Background: an optimization exercise with open tools, aiming at small area and a short achievable clock period. Do not read the settings as production practice. The RTL was checked by simulation tests, not by an equivalence proof against the original design.

[design.v]
module fa (input logic a, b, c, output logic s, co);
  assign s = a ^ b ^ c;
  assign co = (a & b) | (a & c) | (b & c);
endmodule
module ha (input logic a, b, output logic s, co);
  assign s = a ^ b;
  assign co = a & b;
endmodule
module multiplier (input logic [15:0] x, y, output logic [15:0] p);
  logic b1_1;
  logic b2_2;
  logic bn_3;
  logic xn4;
  logic xn5;
  logic xn6;
  logic xn7;
  logic xn8;
  logic xn9;
  logic xn10;
  logic xn11;
  logic xn12;
  logic xn13;
  logic xn14;
  logic xn15;
  logic xn16;
  logic xn17;
  logic xn18;
  logic xn19;
  logic xn20;
  logic pp21;
  logic pp22;
  logic pp23;
  logic pp24;
  logic pp25;
  logic pp26;
  logic pp27;
  logic pp28;
  logic pp29;
  logic pp30;
  logic pp31;
  logic pp32;
  logic pp33;
  logic pp34;
  logic pp35;
  logic pp36;
  logic pp37;
  logic pp38;
  logic b1_39;
  logic b2_40;
  logic bn_41;
  logic xn42;
  logic xn43;
  logic xn44;
  logic xn45;
  logic xn46;
  logic xn47;
  logic xn48;
  logic xn49;
  logic xn50;
  logic xn51;
  logic xn52;
  logic xn53;
  logic xn54;
  logic xn55;
  logic xn56;
  logic xn57;
  logic xn58;
  logic pp59;
  logic pp60;
  logic pp61;
  logic pp62;
  logic pp63;
  logic pp64;
  logic pp65;
  logic pp66;
  logic pp67;
  logic pp68;
  logic pp69;
  logic pp70;
  logic pp71;
  logic pp72;
  logic pp73;
  logic pp74;
  logic pp75;
  logic pp76;
  logic b1_77;
  logic b2_78;
  logic bn_79;
  logic xn80;
  logic xn81;
  logic xn82;
  logic xn83;
  logic xn84;
  logic xn85;
  logic xn86;
  logic xn87;
  logic xn88;
  logic xn89;
  logic xn90;
  logic xn91;
  logic xn92;
  logic xn93;
  logic xn94;
  logic xn95;
  logic xn96;
  logic pp97;
  logic pp98;
  logic pp99;
  logic pp100;
  logic pp101;
  logic pp102;
  logic pp103;
  logic pp104;
  logic pp105;
  logic pp106;
  logic pp107;
  logic pp108;
  logic pp109;
  logic pp110;
  logic pp111;
  logic pp112;
  logic pp113;
  logic pp114;
  logic b1_115;
  logic b2_116;
  logic bn_117;
  logic xn118;
  logic xn119;
  logic xn120;
  logic xn121;
  logic xn122;
  logic xn123;
  logic xn124;
  logic xn125;
  logic xn126;
  logic xn127;
  logic xn128;
  logic xn129;
  logic xn130;
  logic xn131;
  logic xn132;
  logic xn133;
  logic xn134;
  logic pp135;
  logic pp136;
  logic pp137;
  logic pp138;
  logic pp139;
  logic pp140;
  logic pp141;
  logic pp142;
  logic pp143;
  logic pp144;
  logic pp145;
  logic pp146;
  logic pp147;
  logic pp148;
  logic pp149;
  logic pp150;
  logic pp151;
  logic pp152;
  logic b1_153;
  logic b2_154;
  logic bn_155;
  logic xn156;
  logic xn157;
  logic xn158;
  logic xn159;
  logic xn160;
  logic xn161;
  logic xn162;
  logic xn163;
  logic xn164;
  logic xn165;
  logic xn166;
  logic xn167;
  logic xn168;
  logic xn169;
  logic xn170;
  logic xn171;
  logic xn172;
  logic pp173;
  logic pp174;
  logic pp175;
  logic pp176;
  logic pp177;
  logic pp178;
  logic pp179;
  logic pp180;
  logic pp181;
  logic pp182;
  logic pp183;
  logic pp184;
  logic pp185;
  logic pp186;
  logic pp187;
  logic pp188;
  logic pp189;
  logic pp190;
  logic b1_191;
  logic b2_192;
  logic bn_193;
  logic xn194;
  logic xn195;
  logic xn196;
  logic xn197;
  logic xn198;
  logic xn199;
  logic xn200;
  logic xn201;
  logic xn202;
  logic xn203;
  logic xn204;
  logic xn205;
  logic xn206;
  logic xn207;
  logic xn208;
  logic xn209;
  logic xn210;
  logic pp211;
  logic pp212;
  logic pp213;
  logic pp214;
  logic pp215;
  logic pp216;
  logic pp217;
  logic pp218;
  logic pp219;
  logic pp220;
  logic pp221;
  logic pp222;
  logic pp223;
  logic pp224;
  logic pp225;
  logic pp226;
  logic pp227;
  logic pp228;
  logic b1_229;
  logic b2_230;
  logic bn_231;
  logic xn232;
  logic xn233;
  logic xn234;
  logic xn235;
  logic xn236;
  logic xn237;
  logic xn238;
  logic xn239;
  logic xn240;
  logic xn241;
  logic xn242;
  logic xn243;
  logic xn244;
  logic xn245;
  logic xn246;
  logic xn247;
  logic xn248;
  logic pp249;
  logic pp250;
  logic pp251;
  logic pp252;
  logic pp253;
  logic pp254;
  logic pp255;
  logic pp256;
  logic pp257;
  logic pp258;
  logic pp259;
  logic pp260;
  logic pp261;
  logic pp262;
  logic pp263;
  logic pp264;
  logic pp265;
  logic pp266;
  logic b1_267;
  logic b2_268;
  logic bn_269;
  logic xn270;
  logic xn271;
  logic xn272;
  logic xn273;
  logic xn274;
  logic xn275;
  logic xn276;
  logic xn277;
  logic xn278;
  logic xn279;
  logic xn280;
  logic xn281;
  logic xn282;
  logic xn283;
  logic xn284;
  logic xn285;
  logic xn286;
  logic pp287;
  logic pp288;
  logic pp289;
  logic pp290;
  logic pp291;
  logic pp292;
  logic pp293;
  logic pp294;
  logic pp295;
  logic pp296;
  logic pp297;
  logic pp298;
  logic pp299;
  logic pp300;
  logic pp301;
  logic pp302;
  logic pp303;
  logic pp304;
  logic pp305;
  logic pp306;
  logic pp307;
  logic pp308;
  logic pp309;
  logic pp310;
  logic pp311;
  logic pp312;
  logic pp313;
  logic pp314;
  logic pp315;
  logic pp316;
  logic pp317;
  logic pp318;
  logic pp319;
  logic pp320;
  logic s321;
  logic c322;
  logic s323;
  logic c324;
  logic s325;
  logic c326;
  logic s327;
  logic c328;
  logic s329;
  logic c330;
  logic s331;
  logic c332;
  logic s333;
  logic c334;
  logic s335;
  logic c336;
  logic s337;
  logic c338;
  logic s339;
  logic c340;
  logic s341;
  logic c342;
  logic s343;
  logic c344;
  logic s345;
  logic c346;
  logic s347;
  logic c348;
  logic s349;
  logic c350;
  logic s351;
  logic c352;
  logic s353;
  logic c354;
  logic s355;
  logic c356;
  logic s357;
  logic c358;
  logic s359;
  logic c360;
  logic s361;
  logic c362;
  logic s363;
  logic c364;
  logic s365;
  logic c366;
  logic s367;
  logic c368;
  logic s369;
  logic c370;
  logic s371;
  logic c372;
  logic s373;
  logic c374;
  logic s375;
  logic c376;
  logic s377;
  logic c378;
  logic s379;
  logic c380;
  logic s381;
  logic c382;
  logic s383;
  logic c384;
  logic s385;
  logic c386;
  logic s387;
  logic c388;
  logic s389;
  logic c390;
  logic s391;
  logic c392;
  logic s393;
  logic c394;
  logic s395;
  logic c396;
  logic s397;
  logic c398;
  logic s399;
  logic c400;
  logic s401;
  logic c402;
  logic s403;
  logic c404;
  logic s405;
  logic c406;
  logic s407;
  logic c408;
  logic s409;
  logic c410;
  logic s411;
  logic c412;
  logic s413;
  logic c414;
  logic s415;
  logic c416;
  logic s417;
  logic c418;
  logic s419;
  logic c420;
  logic s421;
  logic c422;
  logic s423;
  logic c424;
  logic s425;
  logic c426;
  logic s427;
  logic c428;
  logic s429;
  logic c430;
  logic s431;
  logic c432;
  logic s433;
  logic c434;
  logic s435;
  logic c436;
  logic s437;
  logic c438;
  logic s439;
  logic c440;
  logic s441;
  logic c442;
  logic s443;
  logic c444;
  logic s445;
  logic c446;
  logic s447;
  logic c448;
  logic s449;
  logic c450;
  logic s451;
  logic c452;
  logic s453;
  logic c454;
  logic s455;
  logic c456;
  logic s457;
  logic c458;
  logic s459;
  logic c460;
  logic s461;
  logic c462;
  logic s463;
  logic c464;
  logic s465;
  logic c466;
  logic s467;
  logic c468;
  logic s469;
  logic c470;
  logic s471;
  logic c472;
  logic s473;
  logic c474;
  logic s475;
  logic c476;
  logic s477;
  logic c478;
  logic s479;
  logic c480;
  logic s481;
  logic c482;
  logic s483;
  logic c484;
  logic s485;
  logic c486;
  logic s487;
  logic c488;
  logic s489;
  logic c490;
  logic s491;
  logic c492;
  logic s493;
  logic c494;
  logic s495;
  logic c496;
  logic s497;
  logic c498;
  logic s499;
  logic c500;
  logic s501;
  logic c502;
  logic s503;
  logic c504;
  logic s505;
  logic c506;
  logic s507;
  logic c508;
  logic s509;
  logic c510;
  logic s511;
  logic c512;
  logic s513;
  logic c514;
  logic s515;
  logic c516;
  logic s517;
  logic c518;
  logic s519;
  logic c520;
  logic s521;
  logic c522;
  logic s523;
  logic c524;
  logic s525;
  logic c526;
  logic s527;
  logic c528;
  logic s529;
  logic c530;
  logic s531;
  logic c532;
  logic s533;
  logic c534;
  logic s535;
  logic c536;
  logic s537;
  logic c538;
  logic s539;
  logic c540;
  logic s541;
  logic c542;
  logic s543;
  logic c544;
  logic s545;
  logic c546;
  logic s547;
  logic c548;
  logic s549;
  logic c550;
  logic s551;
  logic c552;
  logic s553;
  logic c554;
  logic s555;
  logic c556;
  logic s557;
  logic c558;
  logic s559;
  logic c560;
  logic s561;
  logic c562;
  logic s563;
  logic c564;
  logic s565;
  logic c566;
  logic s567;
  logic c568;
  logic s569;
  logic c570;
  logic s571;
  logic c572;
  logic s573;
  logic c574;
  logic s575;
  logic c576;
  logic s577;
  logic c578;
  logic s579;
  logic c580;
  logic s581;
  logic c582;
  logic s583;
  logic c584;
  assign b1_1 = y[0] ^ 1'b0;
  assign b2_2 = (y[1] & ~y[0] & ~1'b0) | (~y[1] & y[0] & 1'b0);
  assign bn_3 = y[1] & ~(y[0] & 1'b0);
  assign xn4 = x[0] ^ bn_3;
  assign xn5 = x[1] ^ bn_3;
  assign xn6 = x[2] ^ bn_3;
  assign xn7 = x[3] ^ bn_3;
  assign xn8 = x[4] ^ bn_3;
  assign xn9 = x[5] ^ bn_3;
  assign xn10 = x[6] ^ bn_3;
  assign xn11 = x[7] ^ bn_3;
  assign xn12 = x[8] ^ bn_3;
  assign xn13 = x[9] ^ bn_3;
  assign xn14 = x[10] ^ bn_3;
  assign xn15 = x[11] ^ bn_3;
  assign xn16 = x[12] ^ bn_3;
  assign xn17 = x[13] ^ bn_3;
  assign xn18 = x[14] ^ bn_3;
  assign xn19 = x[15] ^ bn_3;
  assign xn20 = 1'b0 ^ bn_3;
  assign pp21 = (b1_1 & xn4) | (b2_2 & bn_3);
  assign pp22 = (b1_1 & xn5) | (b2_2 & xn4);
  assign pp23 = (b1_1 & xn6) | (b2_2 & xn5);
  assign pp24 = (b1_1 & xn7) | (b2_2 & xn6);
  assign pp25 = (b1_1 & xn8) | (b2_2 & xn7);
  assign pp26 = (b1_1 & xn9) | (b2_2 & xn8);
  assign pp27 = (b1_1 & xn10) | (b2_2 & xn9);
  assign pp28 = (b1_1 & xn11) | (b2_2 & xn10);
  assign pp29 = (b1_1 & xn12) | (b2_2 & xn11);
  assign pp30 = (b1_1 & xn13) | (b2_2 & xn12);
  assign pp31 = (b1_1 & xn14) | (b2_2 & xn13);
  assign pp32 = (b1_1 & xn15) | (b2_2 & xn14);
  assign pp33 = (b1_1 & xn16) | (b2_2 & xn15);
  assign pp34 = (b1_1 & xn17) | (b2_2 & xn16);
  assign pp35 = (b1_1 & xn18) | (b2_2 & xn17);
  assign pp36 = (b1_1 & xn19) | (b2_2 & xn18);
  assign pp37 = (b1_1 & xn20) | (b2_2 & xn19);
  assign pp38 = ~bn_3;
  assign b1_39 = y[2] ^ y[1];
  assign b2_40 = (y[3] & ~y[2] & ~y[1]) | (~y[3] & y[2] & y[1]);
  assign bn_41 = y[3] & ~(y[2] & y[1]);
  assign xn42 = x[0] ^ bn_41;
  assign xn43 = x[1] ^ bn_41;
  assign xn44 = x[2] ^ bn_41;
  assign xn45 = x[3] ^ bn_41;
  assign xn46 = x[4] ^ bn_41;
  assign xn47 = x[5] ^ bn_41;
  assign xn48 = x[6] ^ bn_41;
  assign xn49 = x[7] ^ bn_41;
  assign xn50 = x[8] ^ bn_41;
  assign xn51 = x[9] ^ bn_41;
  assign xn52 = x[10] ^ bn_41;
  assign xn53 = x[11] ^ bn_41;
  assign xn54 = x[12] ^ bn_41;
  assign xn55 = x[13] ^ bn_41;
  assign xn56 = x[14] ^ bn_41;
  assign xn57 = x[15] ^ bn_41;
  assign xn58 = 1'b0 ^ bn_41;
  assign pp59 = (b1_39 & xn42) | (b2_40 & bn_41);
  assign pp60 = (b1_39 & xn43) | (b2_40 & xn42);
  assign pp61 = (b1_39 & xn44) | (b2_40 & xn43);
  assign pp62 = (b1_39 & xn45) | (b2_40 & xn44);
  assign pp63 = (b1_39 & xn46) | (b2_40 & xn45);
  assign pp64 = (b1_39 & xn47) | (b2_40 & xn46);
  assign pp65 = (b1_39 & xn48) | (b2_40 & xn47);
  assign pp66 = (b1_39 & xn49) | (b2_40 & xn48);
  assign pp67 = (b1_39 & xn50) | (b2_40 & xn49);
  assign pp68 = (b1_39 & xn51) | (b2_40 & xn50);
  assign pp69 = (b1_39 & xn52) | (b2_40 & xn51);
  assign pp70 = (b1_39 & xn53) | (b2_40 & xn52);
  assign pp71 = (b1_39 & xn54) | (b2_40 & xn53);
  assign pp72 = (b1_39 & xn55) | (b2_40 & xn54);
  assign pp73 = (b1_39 & xn56) | (b2_40 & xn55);
  assign pp74 = (b1_39 & xn57) | (b2_40 & xn56);
  assign pp75 = (b1_39 & xn58) | (b2_40 & xn57);
  assign pp76 = ~bn_41;
  assign b1_77 = y[4] ^ y[3];
  assign b2_78 = (y[5] & ~y[4] & ~y[3]) | (~y[5] & y[4] & y[3]);
  assign bn_79 = y[5] & ~(y[4] & y[3]);
  assign xn80 = x[0] ^ bn_79;
  assign xn81 = x[1] ^ bn_79;
  assign xn82 = x[2] ^ bn_79;
  assign xn83 = x[3] ^ bn_79;
  assign xn84 = x[4] ^ bn_79;
  assign xn85 = x[5] ^ bn_79;
  assign xn86 = x[6] ^ bn_79;
  assign xn87 = x[7] ^ bn_79;
  assign xn88 = x[8] ^ bn_79;
  assign xn89 = x[9] ^ bn_79;
  assign xn90 = x[10] ^ bn_79;
  assign xn91 = x[11] ^ bn_79;
  assign xn92 = x[12] ^ bn_79;
  assign xn93 = x[13] ^ bn_79;
  assign xn94 = x[14] ^ bn_79;
  assign xn95 = x[15] ^ bn_79;
  assign xn96 = 1'b0 ^ bn_79;
  assign pp97 = (b1_77 & xn80) | (b2_78 & bn_79);
  assign pp98 = (b1_77 & xn81) | (b2_78 & xn80);
  assign pp99 = (b1_77 & xn82) | (b2_78 & xn81);
  assign pp100 = (b1_77 & xn83) | (b2_78 & xn82);
  assign pp101 = (b1_77 & xn84) | (b2_78 & xn83);
  assign pp102 = (b1_77 & xn85) | (b2_78 & xn84);
  assign pp103 = (b1_77 & xn86) | (b2_78 & xn85);
  assign pp104 = (b1_77 & xn87) | (b2_78 & xn86);
  assign pp105 = (b1_77 & xn88) | (b2_78 & xn87);
  assign pp106 = (b1_77 & xn89) | (b2_78 & xn88);
  assign pp107 = (b1_77 & xn90) | (b2_78 & xn89);
  assign pp108 = (b1_77 & xn91) | (b2_78 & xn90);
  assign pp109 = (b1_77 & xn92) | (b2_78 & xn91);
  assign pp110 = (b1_77 & xn93) | (b2_78 & xn92);
  assign pp111 = (b1_77 & xn94) | (b2_78 & xn93);
  assign pp112 = (b1_77 & xn95) | (b2_78 & xn94);
  assign pp113 = (b1_77 & xn96) | (b2_78 & xn95);
  assign pp114 = ~bn_79;
  assign b1_115 = y[6] ^ y[5];
  assign b2_116 = (y[7] & ~y[6] & ~y[5]) | (~y[7] & y[6] & y[5]);
  assign bn_117 = y[7] & ~(y[6] & y[5]);
  assign xn118 = x[0] ^ bn_117;
  assign xn119 = x[1] ^ bn_117;
  assign xn120 = x[2] ^ bn_117;
  assign xn121 = x[3] ^ bn_117;
  assign xn122 = x[4] ^ bn_117;
  assign xn123 = x[5] ^ bn_117;
  assign xn124 = x[6] ^ bn_117;
  assign xn125 = x[7] ^ bn_117;
  assign xn126 = x[8] ^ bn_117;
  assign xn127 = x[9] ^ bn_117;
  assign xn128 = x[10] ^ bn_117;
  assign xn129 = x[11] ^ bn_117;
  assign xn130 = x[12] ^ bn_117;
  assign xn131 = x[13] ^ bn_117;
  assign xn132 = x[14] ^ bn_117;
  assign xn133 = x[15] ^ bn_117;
  assign xn134 = 1'b0 ^ bn_117;
  assign pp135 = (b1_115 & xn118) | (b2_116 & bn_117);
  assign pp136 = (b1_115 & xn119) | (b2_116 & xn118);
  assign pp137 = (b1_115 & xn120) | (b2_116 & xn119);
  assign pp138 = (b1_115 & xn121) | (b2_116 & xn120);
  assign pp139 = (b1_115 & xn122) | (b2_116 & xn121);
  assign pp140 = (b1_115 & xn123) | (b2_116 & xn122);
  assign pp141 = (b1_115 & xn124) | (b2_116 & xn123);
  assign pp142 = (b1_115 & xn125) | (b2_116 & xn124);
  assign pp143 = (b1_115 & xn126) | (b2_116 & xn125);
  assign pp144 = (b1_115 & xn127) | (b2_116 & xn126);
  assign pp145 = (b1_115 & xn128) | (b2_116 & xn127);
  assign pp146 = (b1_115 & xn129) | (b2_116 & xn128);
  assign pp147 = (b1_115 & xn130) | (b2_116 & xn129);
  assign pp148 = (b1_115 & xn131) | (b2_116 & xn130);
  assign pp149 = (b1_115 & xn132) | (b2_116 & xn131);
  assign pp150 = (b1_115 & xn133) | (b2_116 & xn132);
  assign pp151 = (b1_115 & xn134) | (b2_116 & xn133);
  assign pp152 = ~bn_117;
  assign b1_153 = y[8] ^ y[7];
  assign b2_154 = (y[9] & ~y[8] & ~y[7]) | (~y[9] & y[8] & y[7]);
  assign bn_155 = y[9] & ~(y[8] & y[7]);
  assign xn156 = x[0] ^ bn_155;
  assign xn157 = x[1] ^ bn_155;
  assign xn158 = x[2] ^ bn_155;
  assign xn159 = x[3] ^ bn_155;
  assign xn160 = x[4] ^ bn_155;
  assign xn161 = x[5] ^ bn_155;
  assign xn162 = x[6] ^ bn_155;
  assign xn163 = x[7] ^ bn_155;
  assign xn164 = x[8] ^ bn_155;
  assign xn165 = x[9] ^ bn_155;
  assign xn166 = x[10] ^ bn_155;
  assign xn167 = x[11] ^ bn_155;
  assign xn168 = x[12] ^ bn_155;
  assign xn169 = x[13] ^ bn_155;
  assign xn170 = x[14] ^ bn_155;
  assign xn171 = x[15] ^ bn_155;
  assign xn172 = 1'b0 ^ bn_155;
  assign pp173 = (b1_153 & xn156) | (b2_154 & bn_155);
  assign pp174 = (b1_153 & xn157) | (b2_154 & xn156);
  assign pp175 = (b1_153 & xn158) | (b2_154 & xn157);
  assign pp176 = (b1_153 & xn159) | (b2_154 & xn158);
  assign pp177 = (b1_153 & xn160) | (b2_154 & xn159);
  assign pp178 = (b1_153 & xn161) | (b2_154 & xn160);
  assign pp179 = (b1_153 & xn162) | (b2_154 & xn161);
  assign pp180 = (b1_153 & xn163) | (b2_154 & xn162);
  assign pp181 = (b1_153 & xn164) | (b2_154 & xn163);
  assign pp182 = (b1_153 & xn165) | (b2_154 & xn164);
  assign pp183 = (b1_153 & xn166) | (b2_154 & xn165);
  assign pp184 = (b1_153 & xn167) | (b2_154 & xn166);
  assign pp185 = (b1_153 & xn168) | (b2_154 & xn167);
  assign pp186 = (b1_153 & xn169) | (b2_154 & xn168);
  assign pp187 = (b1_153 & xn170) | (b2_154 & xn169);
  assign pp188 = (b1_153 & xn171) | (b2_154 & xn170);
  assign pp189 = (b1_153 & xn172) | (b2_154 & xn171);
  assign pp190 = ~bn_155;
  assign b1_191 = y[10] ^ y[9];
  assign b2_192 = (y[11] & ~y[10] & ~y[9]) | (~y[11] & y[10] & y[9]);
  assign bn_193 = y[11] & ~(y[10] & y[9]);
  assign xn194 = x[0] ^ bn_193;
  assign xn195 = x[1] ^ bn_193;
  assign xn196 = x[2] ^ bn_193;
  assign xn197 = x[3] ^ bn_193;
  assign xn198 = x[4] ^ bn_193;
  assign xn199 = x[5] ^ bn_193;
  assign xn200 = x[6] ^ bn_193;
  assign xn201 = x[7] ^ bn_193;
  assign xn202 = x[8] ^ bn_193;
  assign xn203 = x[9] ^ bn_193;
  assign xn204 = x[10] ^ bn_193;
  assign xn205 = x[11] ^ bn_193;
  assign xn206 = x[12] ^ bn_193;
  assign xn207 = x[13] ^ bn_193;
  assign xn208 = x[14] ^ bn_193;
  assign xn209 = x[15] ^ bn_193;
  assign xn210 = 1'b0 ^ bn_193;
  assign pp211 = (b1_191 & xn194) | (b2_192 & bn_193);
  assign pp212 = (b1_191 & xn195) | (b2_192 & xn194);
  assign pp213 = (b1_191 & xn196) | (b2_192 & xn195);
  assign pp214 = (b1_191 & xn197) | (b2_192 & xn196);
  assign pp215 = (b1_191 & xn198) | (b2_192 & xn197);
  assign pp216 = (b1_191 & xn199) | (b2_192 & xn198);
  assign pp217 = (b1_191 & xn200) | (b2_192 & xn199);
  assign pp218 = (b1_191 & xn201) | (b2_192 & xn200);
  assign pp219 = (b1_191 & xn202) | (b2_192 & xn201);
  assign pp220 = (b1_191 & xn203) | (b2_192 & xn202);
  assign pp221 = (b1_191 & xn204) | (b2_192 & xn203);
  assign pp222 = (b1_191 & xn205) | (b2_192 & xn204);
  assign pp223 = (b1_191 & xn206) | (b2_192 & xn205);
  assign pp224 = (b1_191 & xn207) | (b2_192 & xn206);
  assign pp225 = (b1_191 & xn208) | (b2_192 & xn207);
  assign pp226 = (b1_191 & xn209) | (b2_192 & xn208);
  assign pp227 = (b1_191 & xn210) | (b2_192 & xn209);
  assign pp228 = ~bn_193;
  assign b1_229 = y[12] ^ y[11];
  assign b2_230 = (y[13] & ~y[12] & ~y[11]) | (~y[13] & y[12] & y[11]);
  assign bn_231 = y[13] & ~(y[12] & y[11]);
  assign xn232 = x[0] ^ bn_231;
  assign xn233 = x[1] ^ bn_231;
  assign xn234 = x[2] ^ bn_231;
  assign xn235 = x[3] ^ bn_231;
  assign xn236 = x[4] ^ bn_231;
  assign xn237 = x[5] ^ bn_231;
  assign xn238 = x[6] ^ bn_231;
  assign xn239 = x[7] ^ bn_231;
  assign xn240 = x[8] ^ bn_231;
  assign xn241 = x[9] ^ bn_231;
  assign xn242 = x[10] ^ bn_231;
  assign xn243 = x[11] ^ bn_231;
  assign xn244 = x[12] ^ bn_231;
  assign xn245 = x[13] ^ bn_231;
  assign xn246 = x[14] ^ bn_231;
  assign xn247 = x[15] ^ bn_231;
  assign xn248 = 1'b0 ^ bn_231;
  assign pp249 = (b1_229 & xn232) | (b2_230 & bn_231);
  assign pp250 = (b1_229 & xn233) | (b2_230 & xn232);
  assign pp251 = (b1_229 & xn234) | (b2_230 & xn233);
  assign pp252 = (b1_229 & xn235) | (b2_230 & xn234);
  assign pp253 = (b1_229 & xn236) | (b2_230 & xn235);
  assign pp254 = (b1_229 & xn237) | (b2_230 & xn236);
  assign pp255 = (b1_229 & xn238) | (b2_230 & xn237);
  assign pp256 = (b1_229 & xn239) | (b2_230 & xn238);
  assign pp257 = (b1_229 & xn240) | (b2_230 & xn239);
  assign pp258 = (b1_229 & xn241) | (b2_230 & xn240);
  assign pp259 = (b1_229 & xn242) | (b2_230 & xn241);
  assign pp260 = (b1_229 & xn243) | (b2_230 & xn242);
  assign pp261 = (b1_229 & xn244) | (b2_230 & xn243);
  assign pp262 = (b1_229 & xn245) | (b2_230 & xn244);
  assign pp263 = (b1_229 & xn246) | (b2_230 & xn245);
  assign pp264 = (b1_229 & xn247) | (b2_230 & xn246);
  assign pp265 = (b1_229 & xn248) | (b2_230 & xn247);
  assign pp266 = ~bn_231;
  assign b1_267 = y[14] ^ y[13];
  assign b2_268 = (y[15] & ~y[14] & ~y[13]) | (~y[15] & y[14] & y[13]);
  assign bn_269 = y[15] & ~(y[14] & y[13]);
  assign xn270 = x[0] ^ bn_269;
  assign xn271 = x[1] ^ bn_269;
  assign xn272 = x[2] ^ bn_269;
  assign xn273 = x[3] ^ bn_269;
  assign xn274 = x[4] ^ bn_269;
  assign xn275 = x[5] ^ bn_269;
  assign xn276 = x[6] ^ bn_269;
  assign xn277 = x[7] ^ bn_269;
  assign xn278 = x[8] ^ bn_269;
  assign xn279 = x[9] ^ bn_269;
  assign xn280 = x[10] ^ bn_269;
  assign xn281 = x[11] ^ bn_269;
  assign xn282 = x[12] ^ bn_269;
  assign xn283 = x[13] ^ bn_269;
  assign xn284 = x[14] ^ bn_269;
  assign xn285 = x[15] ^ bn_269;
  assign xn286 = 1'b0 ^ bn_269;
  assign pp287 = (b1_267 & xn270) | (b2_268 & bn_269);
  assign pp288 = (b1_267 & xn271) | (b2_268 & xn270);
  assign pp289 = (b1_267 & xn272) | (b2_268 & xn271);
  assign pp290 = (b1_267 & xn273) | (b2_268 & xn272);
  assign pp291 = (b1_267 & xn274) | (b2_268 & xn273);
  assign pp292 = (b1_267 & xn275) | (b2_268 & xn274);
  assign pp293 = (b1_267 & xn276) | (b2_268 & xn275);
  assign pp294 = (b1_267 & xn277) | (b2_268 & xn276);
  assign pp295 = (b1_267 & xn278) | (b2_268 & xn277);
  assign pp296 = (b1_267 & xn279) | (b2_268 & xn278);
  assign pp297 = (b1_267 & xn280) | (b2_268 & xn279);
  assign pp298 = (b1_267 & xn281) | (b2_268 & xn280);
  assign pp299 = (b1_267 & xn282) | (b2_268 & xn281);
  assign pp300 = (b1_267 & xn283) | (b2_268 & xn282);
  assign pp301 = (b1_267 & xn284) | (b2_268 & xn283);
  assign pp302 = (b1_267 & xn285) | (b2_268 & xn284);
  assign pp303 = (b1_267 & xn286) | (b2_268 & xn285);
  assign pp304 = ~bn_269;
  assign pp305 = x[0] & y[15];
  assign pp306 = x[1] & y[15];
  assign pp307 = x[2] & y[15];
  assign pp308 = x[3] & y[15];
  assign pp309 = x[4] & y[15];
  assign pp310 = x[5] & y[15];
  assign pp311 = x[6] & y[15];
  assign pp312 = x[7] & y[15];
  assign pp313 = x[8] & y[15];
  assign pp314 = x[9] & y[15];
  assign pp315 = x[10] & y[15];
  assign pp316 = x[11] & y[15];
  assign pp317 = x[12] & y[15];
  assign pp318 = x[13] & y[15];
  assign pp319 = x[14] & y[15];
  assign pp320 = x[15] & y[15];
  ha us321 (.a(bn_193), .b(pp103), .s(s321), .co(c322));
  ha us323 (.a(pp104), .b(pp140), .s(s323), .co(c324));
  fa us325 (.a(bn_231), .b(pp105), .c(pp141), .s(s325), .co(c326));
  ha us327 (.a(pp177), .b(pp213), .s(s327), .co(c328));
  fa us329 (.a(pp106), .b(pp142), .c(pp178), .s(s329), .co(c330));
  ha us331 (.a(pp214), .b(pp250), .s(s331), .co(c332));
  fa us333 (.a(bn_269), .b(pp107), .c(pp143), .s(s333), .co(c334));
  fa us335 (.a(pp179), .b(pp215), .c(pp251), .s(s335), .co(c336));
  ha us337 (.a(pp287), .b(pp35), .s(s337), .co(c338));
  fa us339 (.a(pp108), .b(pp144), .c(pp180), .s(s339), .co(c340));
  fa us341 (.a(pp216), .b(pp252), .c(pp288), .s(s341), .co(c342));
  ha us343 (.a(pp36), .b(pp72), .s(s343), .co(c344));
  fa us345 (.a(pp305), .b(pp109), .c(pp145), .s(s345), .co(c346));
  fa us347 (.a(pp181), .b(pp217), .c(pp253), .s(s347), .co(c348));
  fa us349 (.a(pp289), .b(pp37), .c(pp73), .s(s349), .co(c350));
  fa us351 (.a(pp306), .b(bn_3), .c(pp110), .s(s351), .co(c352));
  fa us353 (.a(pp146), .b(pp182), .c(pp218), .s(s353), .co(c354));
  fa us355 (.a(pp254), .b(pp290), .c(pp74), .s(s355), .co(c356));
  fa us357 (.a(pp307), .b(bn_3), .c(pp111), .s(s357), .co(c358));
  fa us359 (.a(pp147), .b(pp183), .c(pp219), .s(s359), .co(c360));
  fa us361 (.a(pp255), .b(pp291), .c(pp75), .s(s361), .co(c362));
  fa us363 (.a(pp308), .b(pp38), .c(pp76), .s(s363), .co(c364));
  fa us365 (.a(pp112), .b(pp148), .c(pp184), .s(s365), .co(c366));
  fa us367 (.a(pp220), .b(pp256), .c(pp292), .s(s367), .co(c368));
  assign s369 = ~(pp309 ^ pp113);
  assign c370 = pp309 | pp113;
  fa us371 (.a(pp149), .b(pp185), .c(pp221), .s(s371), .co(c372));
  ha us373 (.a(pp257), .b(pp293), .s(s373), .co(c374));
  fa us375 (.a(pp310), .b(pp114), .c(pp150), .s(s375), .co(c376));
  fa us377 (.a(pp186), .b(pp222), .c(pp258), .s(s377), .co(c378));
  assign s379 = ~(pp311 ^ pp151);
  assign c380 = pp311 | pp151;
  ha us381 (.a(pp187), .b(pp223), .s(s381), .co(c382));
  fa us383 (.a(pp312), .b(pp152), .c(pp188), .s(s383), .co(c384));
  assign s385 = ~pp313;
  assign c386 = pp313;
  ha us387 (.a(bn_117), .b(pp135), .s(s387), .co(c388));
  ha us389 (.a(pp100), .b(pp136), .s(s389), .co(c390));
  fa us391 (.a(bn_155), .b(pp101), .c(pp137), .s(s391), .co(c392));
  ha us393 (.a(pp173), .b(pp29), .s(s393), .co(c394));
  fa us395 (.a(pp102), .b(pp138), .c(pp174), .s(s395), .co(c396));
  ha us397 (.a(pp30), .b(pp66), .s(s397), .co(c398));
  fa us399 (.a(pp139), .b(pp175), .c(pp211), .s(s399), .co(c400));
  fa us401 (.a(pp31), .b(pp67), .c(s321), .s(s401), .co(c402));
  fa us403 (.a(pp176), .b(pp212), .c(pp32), .s(s403), .co(c404));
  fa us405 (.a(pp68), .b(c322), .c(s323), .s(s405), .co(c406));
  fa us407 (.a(pp249), .b(pp33), .c(pp69), .s(s407), .co(c408));
  fa us409 (.a(c324), .b(s327), .c(s325), .s(s409), .co(c410));
  fa us411 (.a(pp34), .b(pp70), .c(c328), .s(s411), .co(c412));
  fa us413 (.a(s331), .b(c326), .c(s329), .s(s413), .co(c414));
  fa us415 (.a(pp71), .b(c332), .c(s337), .s(s415), .co(c416));
  fa us417 (.a(c330), .b(s333), .c(s335), .s(s417), .co(c418));
  fa us419 (.a(c338), .b(s343), .c(c334), .s(s419), .co(c420));
  fa us421 (.a(c336), .b(s339), .c(s341), .s(s421), .co(c422));
  fa us423 (.a(c344), .b(c340), .c(c342), .s(s423), .co(c424));
  fa us425 (.a(s345), .b(s347), .c(s349), .s(s425), .co(c426));
  fa us427 (.a(c346), .b(c348), .c(c350), .s(s427), .co(c428));
  fa us429 (.a(s351), .b(s353), .c(s355), .s(s429), .co(c430));
  fa us431 (.a(c352), .b(c354), .c(c356), .s(s431), .co(c432));
  fa us433 (.a(s357), .b(s359), .c(s361), .s(s433), .co(c434));
  fa us435 (.a(s363), .b(c358), .c(c360), .s(s435), .co(c436));
  fa us437 (.a(c362), .b(s365), .c(s367), .s(s437), .co(c438));
  fa us439 (.a(c364), .b(s373), .c(c366), .s(s439), .co(c440));
  fa us441 (.a(c368), .b(s369), .c(s371), .s(s441), .co(c442));
  fa us443 (.a(pp294), .b(c374), .c(c370), .s(s443), .co(c444));
  fa us445 (.a(c372), .b(s375), .c(s377), .s(s445), .co(c446));
  fa us447 (.a(pp259), .b(pp295), .c(s381), .s(s447), .co(c448));
  fa us449 (.a(c376), .b(c378), .c(s379), .s(s449), .co(c450));
  fa us451 (.a(pp224), .b(pp260), .c(pp296), .s(s451), .co(c452));
  fa us453 (.a(c382), .b(c380), .c(s383), .s(s453), .co(c454));
  fa us455 (.a(s385), .b(pp189), .c(pp225), .s(s455), .co(c456));
  fa us457 (.a(pp261), .b(pp297), .c(c384), .s(s457), .co(c458));
  fa us459 (.a(pp314), .b(pp190), .c(c386), .s(s459), .co(c460));
  fa us461 (.a(pp226), .b(pp262), .c(pp298), .s(s461), .co(c462));
  assign s463 = ~(pp315 ^ pp227);
  assign c464 = pp315 | pp227;
  ha us465 (.a(pp263), .b(pp299), .s(s465), .co(c466));
  fa us467 (.a(pp316), .b(pp228), .c(pp264), .s(s467), .co(c468));
  assign s469 = ~pp317;
  assign c470 = pp317;
  ha us471 (.a(bn_79), .b(pp25), .s(s471), .co(c472));
  ha us473 (.a(pp26), .b(pp62), .s(s473), .co(c474));
  fa us475 (.a(pp27), .b(pp63), .c(pp99), .s(s475), .co(c476));
  fa us477 (.a(pp28), .b(pp64), .c(c388), .s(s477), .co(c478));
  fa us479 (.a(pp65), .b(c390), .c(s393), .s(s479), .co(c480));
  fa us481 (.a(c394), .b(s397), .c(c392), .s(s481), .co(c482));
  fa us483 (.a(c398), .b(c396), .c(s399), .s(s483), .co(c484));
  fa us485 (.a(c400), .b(s403), .c(c402), .s(s485), .co(c486));
  fa us487 (.a(c404), .b(s407), .c(c406), .s(s487), .co(c488));
  fa us489 (.a(c408), .b(s411), .c(c410), .s(s489), .co(c490));
  fa us491 (.a(c412), .b(s415), .c(c414), .s(s491), .co(c492));
  fa us493 (.a(c416), .b(c418), .c(s419), .s(s493), .co(c494));
  fa us495 (.a(c420), .b(c422), .c(s423), .s(s495), .co(c496));
  fa us497 (.a(c424), .b(c426), .c(s427), .s(s497), .co(c498));
  fa us499 (.a(c428), .b(c430), .c(s431), .s(s499), .co(c500));
  fa us501 (.a(c432), .b(c434), .c(s435), .s(s501), .co(c502));
  fa us503 (.a(c436), .b(c438), .c(s439), .s(s503), .co(c504));
  fa us505 (.a(c440), .b(c442), .c(s443), .s(s505), .co(c506));
  fa us507 (.a(s447), .b(c444), .c(c446), .s(s507), .co(c508));
  fa us509 (.a(s451), .b(c448), .c(c450), .s(s509), .co(c510));
  fa us511 (.a(c452), .b(s455), .c(c454), .s(s511), .co(c512));
  fa us513 (.a(s459), .b(c456), .c(s461), .s(s513), .co(c514));
  fa us515 (.a(c460), .b(s465), .c(c462), .s(s515), .co(c516));
  fa us517 (.a(pp300), .b(c466), .c(c464), .s(s517), .co(c518));
  fa us519 (.a(s469), .b(pp265), .c(pp301), .s(s519), .co(c520));
  fa us521 (.a(pp318), .b(pp266), .c(c470), .s(s521), .co(c522));
  assign s523 = ~pp319;
  assign c524 = pp319;
  ha us525 (.a(bn_41), .b(pp23), .s(s525), .co(c526));
  ha us527 (.a(pp24), .b(pp60), .s(s527), .co(c528));
  fa us529 (.a(pp61), .b(pp97), .c(s471), .s(s529), .co(c530));
  fa us531 (.a(pp98), .b(c472), .c(s473), .s(s531), .co(c532));
  fa us533 (.a(c474), .b(s387), .c(s475), .s(s533), .co(c534));
  fa us535 (.a(s389), .b(c476), .c(s477), .s(s535), .co(c536));
  fa us537 (.a(s391), .b(c478), .c(s479), .s(s537), .co(c538));
  fa us539 (.a(s395), .b(c480), .c(s481), .s(s539), .co(c540));
  fa us541 (.a(s401), .b(c482), .c(s483), .s(s541), .co(c542));
  fa us543 (.a(s405), .b(c484), .c(s485), .s(s543), .co(c544));
  fa us545 (.a(s409), .b(c486), .c(s487), .s(s545), .co(c546));
  fa us547 (.a(s413), .b(c488), .c(s489), .s(s547), .co(c548));
  fa us549 (.a(s417), .b(c490), .c(s491), .s(s549), .co(c550));
  fa us551 (.a(s421), .b(c492), .c(s493), .s(s551), .co(c552));
  fa us553 (.a(s425), .b(c494), .c(s495), .s(s553), .co(c554));
  fa us555 (.a(s429), .b(c496), .c(s497), .s(s555), .co(c556));
  fa us557 (.a(s433), .b(c498), .c(s499), .s(s557), .co(c558));
  fa us559 (.a(s437), .b(c500), .c(s501), .s(s559), .co(c560));
  fa us561 (.a(s441), .b(c502), .c(s503), .s(s561), .co(c562));
  fa us563 (.a(s445), .b(c504), .c(s505), .s(s563), .co(c564));
  fa us565 (.a(s449), .b(c506), .c(s507), .s(s565), .co(c566));
  fa us567 (.a(s453), .b(c508), .c(s509), .s(s567), .co(c568));
  fa us569 (.a(s457), .b(c510), .c(s511), .s(s569), .co(c570));
  fa us571 (.a(c458), .b(s513), .c(c512), .s(s571), .co(c572));
  fa us573 (.a(s463), .b(c514), .c(s515), .s(s573), .co(c574));
  fa us575 (.a(s467), .b(c516), .c(s517), .s(s575), .co(c576));
  fa us577 (.a(c468), .b(s519), .c(c518), .s(s577), .co(c578));
  fa us579 (.a(pp302), .b(s521), .c(c520), .s(s579), .co(c580));
  fa us581 (.a(s523), .b(pp303), .c(c522), .s(s581), .co(c582));
  fa us583 (.a(pp320), .b(pp304), .c(c524), .s(s583), .co(c584));
  logic [31:0] ra, rb, sum;
  assign ra = {s583, s581, s579, s577, c574, s573, c570, c568, c566, c564, c562, c560, c558, c556, c554, c552, c550, c548, c546, c544, c542, c540, c538, c536, c534, c532, c530, c528, c526, pp59, pp22, bn_3};
  assign rb = {c582, c580, c578, c576, s575, c572, s571, s569, s567, s565, s563, s561, s559, s557, s555, s553, s551, s549, s547, s545, s543, s541, s539, s537, s535, s533, s531, s529, s527, s525, 1'b0, pp21};
  logic [31:0] g0, p0;
  assign g0 = ra & rb;
  assign p0 = ra ^ rb;
  logic gg1_1, pp1_1;
  assign gg1_1 = g0[1] | (p0[1] & g0[0]);
  assign pp1_1 = p0[1] & p0[0];
  logic gg1_3, pp1_3;
  assign gg1_3 = g0[3] | (p0[3] & g0[2]);
  assign pp1_3 = p0[3] & p0[2];
  logic gg1_5, pp1_5;
  assign gg1_5 = g0[5] | (p0[5] & g0[4]);
  assign pp1_5 = p0[5] & p0[4];
  logic gg1_7, pp1_7;
  assign gg1_7 = g0[7] | (p0[7] & g0[6]);
  assign pp1_7 = p0[7] & p0[6];
  logic gg1_9, pp1_9;
  assign gg1_9 = g0[9] | (p0[9] & g0[8]);
  assign pp1_9 = p0[9] & p0[8];
  logic gg1_11, pp1_11;
  assign gg1_11 = g0[11] | (p0[11] & g0[10]);
  assign pp1_11 = p0[11] & p0[10];
  logic gg1_13, pp1_13;
  assign gg1_13 = g0[13] | (p0[13] & g0[12]);
  assign pp1_13 = p0[13] & p0[12];
  logic gg1_15, pp1_15;
  assign gg1_15 = g0[15] | (p0[15] & g0[14]);
  assign pp1_15 = p0[15] & p0[14];
  logic gg1_17, pp1_17;
  assign gg1_17 = g0[17] | (p0[17] & g0[16]);
  assign pp1_17 = p0[17] & p0[16];
  logic gg1_19, pp1_19;
  assign gg1_19 = g0[19] | (p0[19] & g0[18]);
  assign pp1_19 = p0[19] & p0[18];
  logic gg1_21, pp1_21;
  assign gg1_21 = g0[21] | (p0[21] & g0[20]);
  assign pp1_21 = p0[21] & p0[20];
  logic gg1_23, pp1_23;
  assign gg1_23 = g0[23] | (p0[23] & g0[22]);
  assign pp1_23 = p0[23] & p0[22];
  logic gg1_25, pp1_25;
  assign gg1_25 = g0[25] | (p0[25] & g0[24]);
  assign pp1_25 = p0[25] & p0[24];
  logic gg1_27, pp1_27;
  assign gg1_27 = g0[27] | (p0[27] & g0[26]);
  assign pp1_27 = p0[27] & p0[26];
  logic gg1_29, pp1_29;
  assign gg1_29 = g0[29] | (p0[29] & g0[28]);
  assign pp1_29 = p0[29] & p0[28];
  logic gg1_31, pp1_31;
  assign gg1_31 = g0[31] | (p0[31] & g0[30]);
  assign pp1_31 = p0[31] & p0[30];
  logic gg2_3, pp2_3;
  assign gg2_3 = gg1_3 | (pp1_3 & gg1_1);
  assign pp2_3 = pp1_3 & pp1_1;
  logic gg2_7, pp2_7;
  assign gg2_7 = gg1_7 | (pp1_7 & gg1_5);
  assign pp2_7 = pp1_7 & pp1_5;
  logic gg2_11, pp2_11;
  assign gg2_11 = gg1_11 | (pp1_11 & gg1_9);
  assign pp2_11 = pp1_11 & pp1_9;
  logic gg2_15, pp2_15;
  assign gg2_15 = gg1_15 | (pp1_15 & gg1_13);
  assign pp2_15 = pp1_15 & pp1_13;
  logic gg2_19, pp2_19;
  assign gg2_19 = gg1_19 | (pp1_19 & gg1_17);
  assign pp2_19 = pp1_19 & pp1_17;
  logic gg2_23, pp2_23;
  assign gg2_23 = gg1_23 | (pp1_23 & gg1_21);
  assign pp2_23 = pp1_23 & pp1_21;
  logic gg2_27, pp2_27;
  assign gg2_27 = gg1_27 | (pp1_27 & gg1_25);
  assign pp2_27 = pp1_27 & pp1_25;
  logic gg2_31, pp2_31;
  assign gg2_31 = gg1_31 | (pp1_31 & gg1_29);
  assign pp2_31 = pp1_31 & pp1_29;
  logic gg3_7, pp3_7;
  assign gg3_7 = gg2_7 | (pp2_7 & gg2_3);
  assign pp3_7 = pp2_7 & pp2_3;
  logic gg3_15, pp3_15;
  assign gg3_15 = gg2_15 | (pp2_15 & gg2_11);
  assign pp3_15 = pp2_15 & pp2_11;
  logic gg3_23, pp3_23;
  assign gg3_23 = gg2_23 | (pp2_23 & gg2_19);
  assign pp3_23 = pp2_23 & pp2_19;
  logic gg3_31, pp3_31;
  assign gg3_31 = gg2_31 | (pp2_31 & gg2_27);
  assign pp3_31 = pp2_31 & pp2_27;
  logic gg4_15, pp4_15;
  assign gg4_15 = gg3_15 | (pp3_15 & gg3_7);
  assign pp4_15 = pp3_15 & pp3_7;
  logic gg4_31, pp4_31;
  assign gg4_31 = gg3_31 | (pp3_31 & gg3_23);
  assign pp4_31 = pp3_31 & pp3_23;
  logic gg5_31, pp5_31;
  assign gg5_31 = gg4_31 | (pp4_31 & gg4_15);
  assign pp5_31 = pp4_31 & pp4_15;
  logic gg7_23, pp7_23;
  assign gg7_23 = gg3_23 | (pp3_23 & gg4_15);
  assign pp7_23 = pp3_23 & pp4_15;
  logic gg8_11, pp8_11;
  assign gg8_11 = gg2_11 | (pp2_11 & gg3_7);
  assign pp8_11 = pp2_11 & pp3_7;
  logic gg8_19, pp8_19;
  assign gg8_19 = gg2_19 | (pp2_19 & gg4_15);
  assign pp8_19 = pp2_19 & pp4_15;
  logic gg8_27, pp8_27;
  assign gg8_27 = gg2_27 | (pp2_27 & gg7_23);
  assign pp8_27 = pp2_27 & pp7_23;
  logic gg9_5, pp9_5;
  assign gg9_5 = gg1_5 | (pp1_5 & gg2_3);
  assign pp9_5 = pp1_5 & pp2_3;
  logic gg9_9, pp9_9;
  assign gg9_9 = gg1_9 | (pp1_9 & gg3_7);
  assign pp9_9 = pp1_9 & pp3_7;
  logic gg9_13, pp9_13;
  assign gg9_13 = gg1_13 | (pp1_13 & gg8_11);
  assign pp9_13 = pp1_13 & pp8_11;
  logic gg9_17, pp9_17;
  assign gg9_17 = gg1_17 | (pp1_17 & gg4_15);
  assign pp9_17 = pp1_17 & pp4_15;
  logic gg9_21, pp9_21;
  assign gg9_21 = gg1_21 | (pp1_21 & gg8_19);
  assign pp9_21 = pp1_21 & pp8_19;
  logic gg9_25, pp9_25;
  assign gg9_25 = gg1_25 | (pp1_25 & gg7_23);
  assign pp9_25 = pp1_25 & pp7_23;
  logic gg9_29, pp9_29;
  assign gg9_29 = gg1_29 | (pp1_29 & gg8_27);
  assign pp9_29 = pp1_29 & pp8_27;
  logic gg10_2, pp10_2;
  assign gg10_2 = g0[2] | (p0[2] & gg1_1);
  assign pp10_2 = p0[2] & pp1_1;
  logic gg10_4, pp10_4;
  assign gg10_4 = g0[4] | (p0[4] & gg2_3);
  assign pp10_4 = p0[4] & pp2_3;
  logic gg10_6, pp10_6;
  assign gg10_6 = g0[6] | (p0[6] & gg9_5);
  assign pp10_6 = p0[6] & pp9_5;
  logic gg10_8, pp10_8;
  assign gg10_8 = g0[8] | (p0[8] & gg3_7);
  assign pp10_8 = p0[8] & pp3_7;
  logic gg10_10, pp10_10;
  assign gg10_10 = g0[10] | (p0[10] & gg9_9);
  assign pp10_10 = p0[10] & pp9_9;
  logic gg10_12, pp10_12;
  assign gg10_12 = g0[12] | (p0[12] & gg8_11);
  assign pp10_12 = p0[12] & pp8_11;
  logic gg10_14, pp10_14;
  assign gg10_14 = g0[14] | (p0[14] & gg9_13);
  assign pp10_14 = p0[14] & pp9_13;
  logic gg10_16, pp10_16;
  assign gg10_16 = g0[16] | (p0[16] & gg4_15);
  assign pp10_16 = p0[16] & pp4_15;
  logic gg10_18, pp10_18;
  assign gg10_18 = g0[18] | (p0[18] & gg9_17);
  assign pp10_18 = p0[18] & pp9_17;
  logic gg10_20, pp10_20;
  assign gg10_20 = g0[20] | (p0[20] & gg8_19);
  assign pp10_20 = p0[20] & pp8_19;
  logic gg10_22, pp10_22;
  assign gg10_22 = g0[22] | (p0[22] & gg9_21);
  assign pp10_22 = p0[22] & pp9_21;
  logic gg10_24, pp10_24;
  assign gg10_24 = g0[24] | (p0[24] & gg7_23);
  assign pp10_24 = p0[24] & pp7_23;
  logic gg10_26, pp10_26;
  assign gg10_26 = g0[26] | (p0[26] & gg9_25);
  assign pp10_26 = p0[26] & pp9_25;
  logic gg10_28, pp10_28;
  assign gg10_28 = g0[28] | (p0[28] & gg8_27);
  assign pp10_28 = p0[28] & pp8_27;
  logic gg10_30, pp10_30;
  assign gg10_30 = g0[30] | (p0[30] & gg9_29);
  assign pp10_30 = p0[30] & pp9_29;
  assign sum[0] = p0[0];
  assign sum[31:1] = p0[31:1] ^ {gg10_30, gg9_29, gg10_28, gg8_27, gg10_26, gg9_25, gg10_24, gg7_23, gg10_22, gg9_21, gg10_20, gg8_19, gg10_18, gg9_17, gg10_16, gg4_15, gg10_14, gg9_13, gg10_12, gg8_11, gg10_10, gg9_9, gg10_8, gg3_7, gg10_6, gg9_5, gg10_4, gg2_3, gg10_2, gg1_1, g0[0]};
  assign p = sum[30:15];
endmodule
module divider (input logic [15:0] N,D,IA0,IA1,IA2,IA3,
                input logic clk, reset, kSave, nSave, dSave, kNextSel,
                input logic [1:0] muxSelB,
                output logic [15:0] quotient, remainder);
  logic [15:0] n, d, k, left, right, p;
  logic s0, s1, s2, s3, sk;
  assign s0 = ~reset & kNextSel & (D[14:13] == 2'd0);
  assign s1 = ~reset & kNextSel & (D[14:13] == 2'd1);
  assign s2 = ~reset & kNextSel & (D[14:13] == 2'd2);
  assign s3 = ~reset & kNextSel & (D[14:13] == 2'd3);
  assign sk = ~reset & ~kNextSel;
  assign left = ({16{s0}} & IA0) | ({16{s1}} & IA1) | ({16{s2}} & IA2) | ({16{s3}} & IA3)
              | ({16{sk}} & k);
  always_comb
    case (muxSelB)
      2'd0: right = N;
      2'd1: right = D;
      2'd2: right = n;
      default: right = d;
    endcase
  multiplier mult(.x(left), .y(right), .p(p));
  always_ff @(posedge clk) begin
    if (nSave | reset) n <= p;
    if (dSave | reset) d <= p;
    if (kSave | reset) k <= ~(p | {16{reset}});
    if (nSave | reset) quotient <= n & {16{~reset}};
  end
  assign remainder = 16'b0;
endmodule
[flow/run.sh]
#!/bin/bash
# Own layout flow: the standard flow (standard.sh) with these changes:
#  - synthesis keeps the full-adder and half-adder modules (fa, ha) as their own modules so
#    each becomes one sky130 fa/ha cell, and extracts adders only inside them (not in the rest
#    of the logic, e.g. the final carry-lookahead adder); the netlist is then flattened and
#    renamed exactly as the standard synthesis script does;
#  - the remaining logic is mapped with flow/abc.script (ABC map with area recovery, no
#    buffering or sizing: the layout's repair sizes cells with real wire loads);
#  - port buffers are small buf cells instead of the default delay-buffer cell;
#  - timing repair aims for extra setup margin (SETUP_SLACK_MARGIN).
set -euo pipefail
W=$PWD
export SYNTH_KEEP_MODULES="fa ha"
export BUFFER_PORTS_ARGS="-buffer_cell sky130_fd_sc_hd__buf_1"
export ABC_AREA=1
export SETUP_SLACK_MARGIN=8.4
sed 's#^  extract_fa {\*}\[dont_use_extract_fa_args\]$#  extract_fa {*}[dont_use_extract_fa_args] fa ha#' \
  "$FLOW_HOME/scripts/synth.tcl" > "$W/synth_mod.tcl"
grep -q 'extract_fa {\*}\[dont_use_extract_fa_args\] fa ha' "$W/synth_mod.tcl"
# abc: our own mapping script (flow/abc.script) in place of ORFS's
sed -i 's#^  log_cmd abc {\*}\$abc_args$#  set abc_args [lreplace $abc_args 1 1 $::env(OWN_ABC_SCRIPT)]\n&#' "$W/synth_mod.tcl"
grep -q 'OWN_ABC_SCRIPT' "$W/synth_mod.tcl"
export OWN_ABC_SCRIPT="$W/flow/abc.script"
sed "s#\$::env(SCRIPTS_DIR)/synth.tcl#$W/synth_mod.tcl#" "$W/synth_recipe.tcl" > "$W/own_synth.tcl"
grep -q "source $W/synth_mod.tcl" "$W/own_synth.tcl"
sed "s#SYNTH_SCRIPT=[^ ]*#SYNTH_SCRIPT=$W/own_synth.tcl#" "$W/standard.sh" > "$W/own_standard.sh"
grep -q "SYNTH_SCRIPT=$W/own_synth.tcl" "$W/own_standard.sh"
bash "$W/own_standard.sh" > "$W/standard_flow.log" 2>&1
[flow/abc.script]
strash
dch
map -B 0.9
topo
stime -c
[standard.sh]
#!/bin/bash
# synth_recipe.tcl (not shown) runs the flow's synth.tcl, then flattens the netlist and writes it again
# the make line also repeats each setting of config.mk as NAME=value (left out here)
make -C /OpenROAD-flow-scripts/flow DESIGN_CONFIG=/design/flow/config.mk WORK_HOME=/design/flow/orfs CLKGATE_MAP_FILE= SYNTH_SCRIPT=/design/flow/synth_recipe.tcl "${@:-finish}"
[config.mk]
export PLATFORM = sky130hd
export DESIGN_NAME = divider
export DESIGN_NICKNAME = divider
export VERILOG_FILES = /design/flow/design.v
export SDC_FILE = /design/flow/constraint.sdc
export NUM_CORES = 4
export LEC_CHECK = 0
export CAP_MARGIN = 20
export CORE_MARGIN = 2
export CORE_UTILIZATION = 40
export CTS_BUF_LIST = sky130_fd_sc_hd__clkbuf_8
export CTS_CLUSTER_DIAMETER = 150
export CTS_CLUSTER_SIZE = 32
export SLEW_MARGIN = 20
[constraint.sdc]
create_clock -name core_clock -period 18.0 [get_ports {clk}]
set_input_delay 3.6000 -clock core_clock [delete_from_list [all_inputs] [get_ports {clk}]]
set_output_delay 3.6000 -clock core_clock [all_outputs]
set_load 0.01 [all_outputs]
==> results.txt, run 1 <==
chip width 153 um; CTS Root Cell clkbuf_8; nets@finish 1450; DRC Markers 0; final non-filler cell total 1506; GR peak layer met2; clock sink count 64; GRT Overall Usage 23.5%; CP startpoint kind input pin; r2r setup slk 12.24 ns; grt total ovfl 0; Max Clk Rate 109 MHz; site row count 54; RSZ-0062 raised after global routing no; number of port buffers 119; final instance area 10600 um^2; r2r worst-path depth 24; ratio of cells with drive above 1 in the final layout 11.1%; Synth Cell Area 8930 um^2; maxcap violations 0; H-tree Lvls 3; dpl cells 1461; critical path class in -> reg; final setup vio count 0; headroom to the max-slew limit 46.5%; Die H 153 um; Final Hold Viols 0; DR pass1 iterations 5; flops & latches, synth 64; CP Data Required Time 18.09 ns; GP Congestion 0.911; core area 21900 um^2; Final Skew 0.0151 ns; vias in the first global route 8148; met2 Use GR 39.3%; Tmin final 9.17 ns; n_diodes 0; Synth area leaders fa_1 24%, edfxtp_1 22%, xor2_1 12%; antenna violations before repair 0; CP Capture Type flip-flop; WL final 27800 um; WP data arrival 9.27 ns; Global Route met1 Usage 32.2%; routed vias 8208; clock latency on the worst-skew pair 0.35 ns; Post-Syn Area per Cell 8.57 um^2; Multi-input gate area 6630 um^2; CTS tree yes; run status timing/DRC/antenna clean; first-pass GRT wire length 43500 um; die area 23500 um^2; synth-to-layout area growth 18.3%; Ports 136; # hold bufs at CTS 0; storage element area 1920 um^2; crit path capture k[11]; post-placement cell area 9900 um^2; wire length per cell 18.5 um; cts bufs inserted 9; final setup TNS 0 ns; Worst Max-Slew Pin Slew 0.803 ns; Worst R2R Start n[4]; met3 usage 4.28%; Clock Pin Slew Worst Setup and Hold Paths 0.08 ns; Synth area leader fa_1; vias per inst 5.45; CTS Buffer Depth 2; largest net degree at the start of global routing 39; Warnings, synthesis 1; Setup crit start reset; post-synthesis sequential area ratio 21.5%; FILL cells 2160; class of the worst hold path reg -> reg; antenna viol nets, final 0; initial core utilization 40.8%; Yosys cell types 27; Detail Placement HPWL 21800 um; Final period util 51.0%; violation count after the first detailed-routing iteration 642; gate count after technology mapping 1043; R2R Path End k[11]; final-report max-slew violation count 0; CP Max Fanout 38; top cell type's share of synthesized area 24.2%
## synthesized netlist by cell type, drive strengths merged
cell / count
nand2: 175
clkinv: 129
o22ai: 124
xor2: 124
nor2: 121
fa: 108
edfxtp: 64
nand3: 36
o21ai: 36
ha: 17
buf: 16
xnor2: 15
nor4: 14
a22o: 12
a21oi: 11
o2111ai: 11
or2: 6
o221ai: 5
a221oi: 4
nor3: 4
a31oi: 3
o21bai: 3
conb: 1
nand4: 1
nor3b: 1
o211ai: 1
o21a: 1
## repair_timing
action,in CTS,in global routing
gates resized for setup,27,35
endpoints found under the setup margin,48,40
pin swaps,2,6
gates cloned,0,0
setup buffers,10,19
## critical path: stages
cell	delay [ns]
buf_1	0.09
clkbuf_8	0.29
clkinv_1	0.10
nand2_1	0.06
nor2_1	0.06
buf_4	0.20
nand2_1	0.07
o221ai_1	0.19
a221oi_1	0.27
buf_4	0.28
xor2_1	0.24
o22ai_1	0.13
fa_1	0.49
fa_1	0.44
fa_1	0.53
fa_1	0.45
nand2_1	0.14
clkinv_1	0.07
nor2_1	0.24
clkinv_1	0.16
nor4_1	0.30
nor2_1	0.08
nand2_1	0.18
nand2_1	0.08
nand2_1	0.10
xor2_1	0.30
nor2_1	0.06
## cell usage in the layout (no fill, tap or decap), drive strengths merged
cell type | Yosys | final
nand2 | 175 | 175
buf | 16 | 167
xor2 | 124 | 124
o22ai | 124 | 124
nor2 | 121 | 121
clkinv | 129 | 116
fa | 108 | 108
edfxtp | 64 | 64
nand3 | 36 | 36
o21ai | 36 | 36
ha | 17 | 17
conb | 1 | 16
xnor2 | 15 | 15
nor4 | 14 | 14
a22o | 12 | 12
a21oi | 11 | 11
o2111ai | 11 | 11
clkbuf | 0 | 10
inv | 0 | 8
bufinv | 0 | 7
or2 | 6 | 6
o221ai | 5 | 5
clkinvlp | 0 | 5
nor3 | 4 | 4
a221oi | 4 | 4
a31oi | 3 | 3
o21bai | 3 | 3
nand4 | 1 | 1
o211ai | 1 | 1
nor3b | 1 | 1
o21a | 1 | 1
## per-module statistics from Yosys (local to each module, per instance)
| module | copies in the design | area [um^2] | flops+latches | cells |
|---|---|---|---|---|
| divider | 1 | 6560 | 64 | 918 |
| fa | 108 | 20.0 | 0 | 1 |
| ha | 17 | 12.5 | 0 | 1 |
## registers in the layout, indices dropped and copies added, names as in the netlist
register,count
k,16
d,16
quotient,16
n,16
## how the worst min path moves through the flow
stage	depth (start not counted)	slack (ns)	start	end
floorplan	2	0.55	n[14]	quotient[14]
global placement	2	0.56	n[9]	quotient[9]
detailed placement	2	0.58	n[9]	quotient[9]
CTS	2	0.60	n[9]	quotient[9]
global route	2	0.63	n[8]	quotient[8]
finish	2	0.59	n[3]	quotient[3]
## cells by family (layout without fill, tap and decap cells)
| family | after synthesis | after routing | share of synthesized area, % |
|---|---|---|---|
| adders and majority gates | 125 | 125 | 26.6 |
| and+or+nand+nor | 358 | 358 | 16.2 |
| xor gates and xnor gates | 139 | 139 | 13.6 |
| AOI/OAI and AO/OA | 211 | 211 | 15.2 |
| buffers and inverters | 145 | 313 | 6.76 |
| other | 1 | 16 | 0.0420 |
| DFF | 64 | 64 | 21.5 |
## per-layer routing
metal / wire length (um) / vias up
met5: 0 / -
met4: 340 / 0
met3: 2200 / 23
met2: 13500 / 322
met1: 11800 / 3955
li1: - / 3908
## layout make-up
class,instances,share of cell area [%]
Multi-Input combinational cell,849,62.7
Tap cell,280,3.31
Timing Repair Buffer,168,8.35
Sequential cell,64,18.2
Clock inverter,7,0.829
Inverter,129,5.45
Clock buffer,9,1.17
## stage by stage
stage | util [%] | hold slack, ns | setup slack [ns]
3_5_place_dp | 45.2 | 0.578 | 7.17
6_report | 48.3 | 0.594 | 8.83
3_3_place_gp | 45.2 | 0.565 | 7.34
4_1_cts | 47.0 | 0.595 | 8.47
5_1_grt | 48.3 | 0.632 | 8.39
2_1_floorplan | - | 0.546 | 8.49
==> run 2, diff against run 1 <==
--- a/config.mk
+++ b/config.mk
@@ -9,6 +9,5 @@
 export CORE_MARGIN = 2
 export CORE_UTILIZATION = 40
 export CTS_BUF_LIST = sky130_fd_sc_hd__clkbuf_8
-export CTS_CLUSTER_DIAMETER = 150
-export CTS_CLUSTER_SIZE = 32
+export GPL_TIMING_DRIVEN = 1
 export SLEW_MARGIN = 20
==> run 2 against run 1 <==
- clock skew unchanged
- highest routed layer unchanged
- first-iteration DRC count unchanged
- synthesized cell count unchanged
- fmax unchanged
- die area unchanged
==> results.txt, run 2 <==
R2R Path End k[11]; RSZ-0062 raised after global routing no; chip width 153 um; class of the worst hold path reg -> reg; commonest non-fill, non-tap cells in the layout 164 x nand2_1, 124 x xor2_1, 124 x o22ai_1, 117 x buf_1, 114 x clkinv_1; maxcap violations 0; Synth Cell Area 8930 um^2; initial core utilization 40.8%; Final Hold Viols 0; Synth top cells by count 175 x nand2_1, 129 x clkinv_1, 124 x o22ai_1, 124 x xor2_1, 121 x nor2_1; WP data arrival 9.27 ns; Final Skew 0.0151 ns; DR pass1 iterations 5; DRC Markers 0; Warnings, synthesis 1; Slowest cell on crit path fa_1; GRT Overall Usage 23.5%; clock sink count 64; WL met1 11800 um; worst hold path depth 2; Die H 153 um; WHS Endpoint quotient[3]; CP startpoint kind input pin; cts bufs inserted 9; antenna violations before repair 0; Tmin final 9.17 ns; nets@finish 1450; wire length per cell 18.5 um; Fin Hold WS 0.594 ns; gate count after technology mapping 1043; max incr delay on CP 0.53 ns; headroom to the max-slew limit 46.5%; CTS Root Cell clkbuf_8; violation count after the first detailed-routing iteration 642; FILL cells 2160; Hold Crit Start n[3]; post-placement cell area 9900 um^2; CTS tree yes; WL met2 13500 um; post-placement worst setup slack 7.17 ns; largest net degree at the start of global routing 39; DR top layer met4; first-pass GRT wire length 43500 um; top-count cell post-synth nand2_1; CP Capture Type flip-flop; routed vias 8208; ratio of cells with drive above 1 in the final layout 11.1%; final non-filler cell total 1506; vias in the first global route 8148; Worst Max-Slew Pin Slew 0.803 ns; GP Congestion 0.911; vias per inst 5.45; CP Max Fanout 38; Worst R2R Start n[4]; die area 23500 um^2; H-tree Lvls 3; final setup TNS 0 ns; top cell type's share of synthesized area 24.2%; Final Worst Setup Slack 8.83 ns; CTS Buffer Depth 2; Yosys cell types 27; core area 21900 um^2; site row count 54; Routed met3 length 2200 um; fin util 48.3%; Detail Placement HPWL 21800 um; final instance area 10600 um^2; Post-Syn Area per Cell 8.57 um^2; Ports 136; async set-reset flop share out of synthesis 0%; post-synthesis sequential area ratio 21.5%; most common cell after layout, fill and taps aside nand2_1; grt total ovfl 0; synth-to-layout area growth 18.3%; Synth area leader fa_1; number of port buffers 119; r2r worst-path depth 24; Clock Pin Slew Worst Setup and Hold Paths 0.08 ns; Max Clk Rate 109 MHz; Final period util 51.0%; n_diodes 0; CP Data Required Time 18.09 ns; r2r setup slk 12.24 ns; critical path's most frequent cell nand2_1; final setup vio count 0; clock latency on the worst-skew pair 0.35 ns; final-report max-slew violation count 0; Most used DFF post-synth edfxtp_1; number of synthesized flops with an enable pin 64; run status timing/DRC/antenna clean; Synth area leaders fa_1 24%, edfxtp_1 22%, xor2_1 12%; WL final 27800 um; dpl cells 1461; antenna viol nets, final 0; flops & latches, synth 64; critical path class in -> reg
run 2: worst max path at each step:
stage / to / cells past startpoint / from / slack, ns
after CTS: k[15] / 30 / reset / 8.47
final: k[11] / 27 / reset / 8.83
after global routing: k[14] / 27 / muxSelB[1] / 8.39
after detailed placement: k[15] / 27 / muxSelB[0] / 7.17
after floorplan: k[14] / 27 / muxSelB[1] / 8.49
after global placement: k[14] / 27 / muxSelB[0] / 7.34
run 2: modules after synthesis (local to each module, per instance):
module,area [um^2],cells
fa,20.0,1
ha,12.5,1
divider,6560,918
run 2: per-layer routing:
layer / global-route usage (%) / vias up
met4: 5.02 / 0
met5: 0 / -
met2: 39.3 / 322
met3: 4.28 / 23
li1: - / 3908
met1: 32.2 / 3955
run 2: logic make-up (layout without fill, tap and decap cells):
logic type | Yosys count | count (layout) | synth area share, %
flip-flops | 64 | 64 | 21.5
adder cells (fa/ha/maj) | 125 | 125 | 26.6
buffers and inverters | 145 | 313 | 6.76
XOR/XNOR | 139 | 139 | 13.6
AND/OR/NAND/NOR | 358 | 358 | 16.2
other | 1 | 16 | 0.0420
AO/OA/AOI/OAI | 211 | 211 | 15.2
run 2: repair_timing:
action                     in CTS  in global routing
hold buffers                    0                  0
cloned                          0                  0
setup endpoints to repair      48                 40
setup buffers                  10                 19
gates resized for setup        27                 35
hold endpoints to repair        0                  0
pin swaps                       2                  6
run 2: layout make-up:
type                    count  area (um^2)  share of cell area, %
clock buffers               9          124                   1.17
clock inverters             7         87.6                  0.829
inverters                 129          576                   5.45
multi-input cells         849         6630                   62.7
flip-flops and latches     64         1920                   18.2
well taps                 280          350                   3.31
repair buffers            168          882                   8.35
run 2: worst max-delay path: cells and delay by family:
kind,cells,cell delay [ns]
adder cells (fa/ha/maj),4,1.91
AO/OA/AOI/OAI,3,0.59
XOR/XNOR,2,0.54
buffers and inverters,7,1.19
AND/OR/NAND/NOR,11,1.37

re-timing with driven ports:
Ports are ideal in the flow. The routed layouts listed here were re-timed in OpenROAD.
Step 1, drivers: a clkbuf_16 drives clk and a buf_2 each remaining input, both assumed.
Step 2, shift: input delay + t, output delay - t, t = (earliest + latest rising clock arrival at the registers) / 2. This alone moves slack from input paths to output paths.
a / b / c = ideal / step 1 / step 2; a / b = the first two.
run | t, ns | setup WS [ns] | clock arrival spread, ns
run 1 | 0.370 | 8.828 / 8.834 / 8.464 | 0.015 / 0.015
run 2 | 0.370 | 8.828 / 8.834 / 8.464 | 0.015 / 0.015
After both steps setup and hold are still met in every run listed.
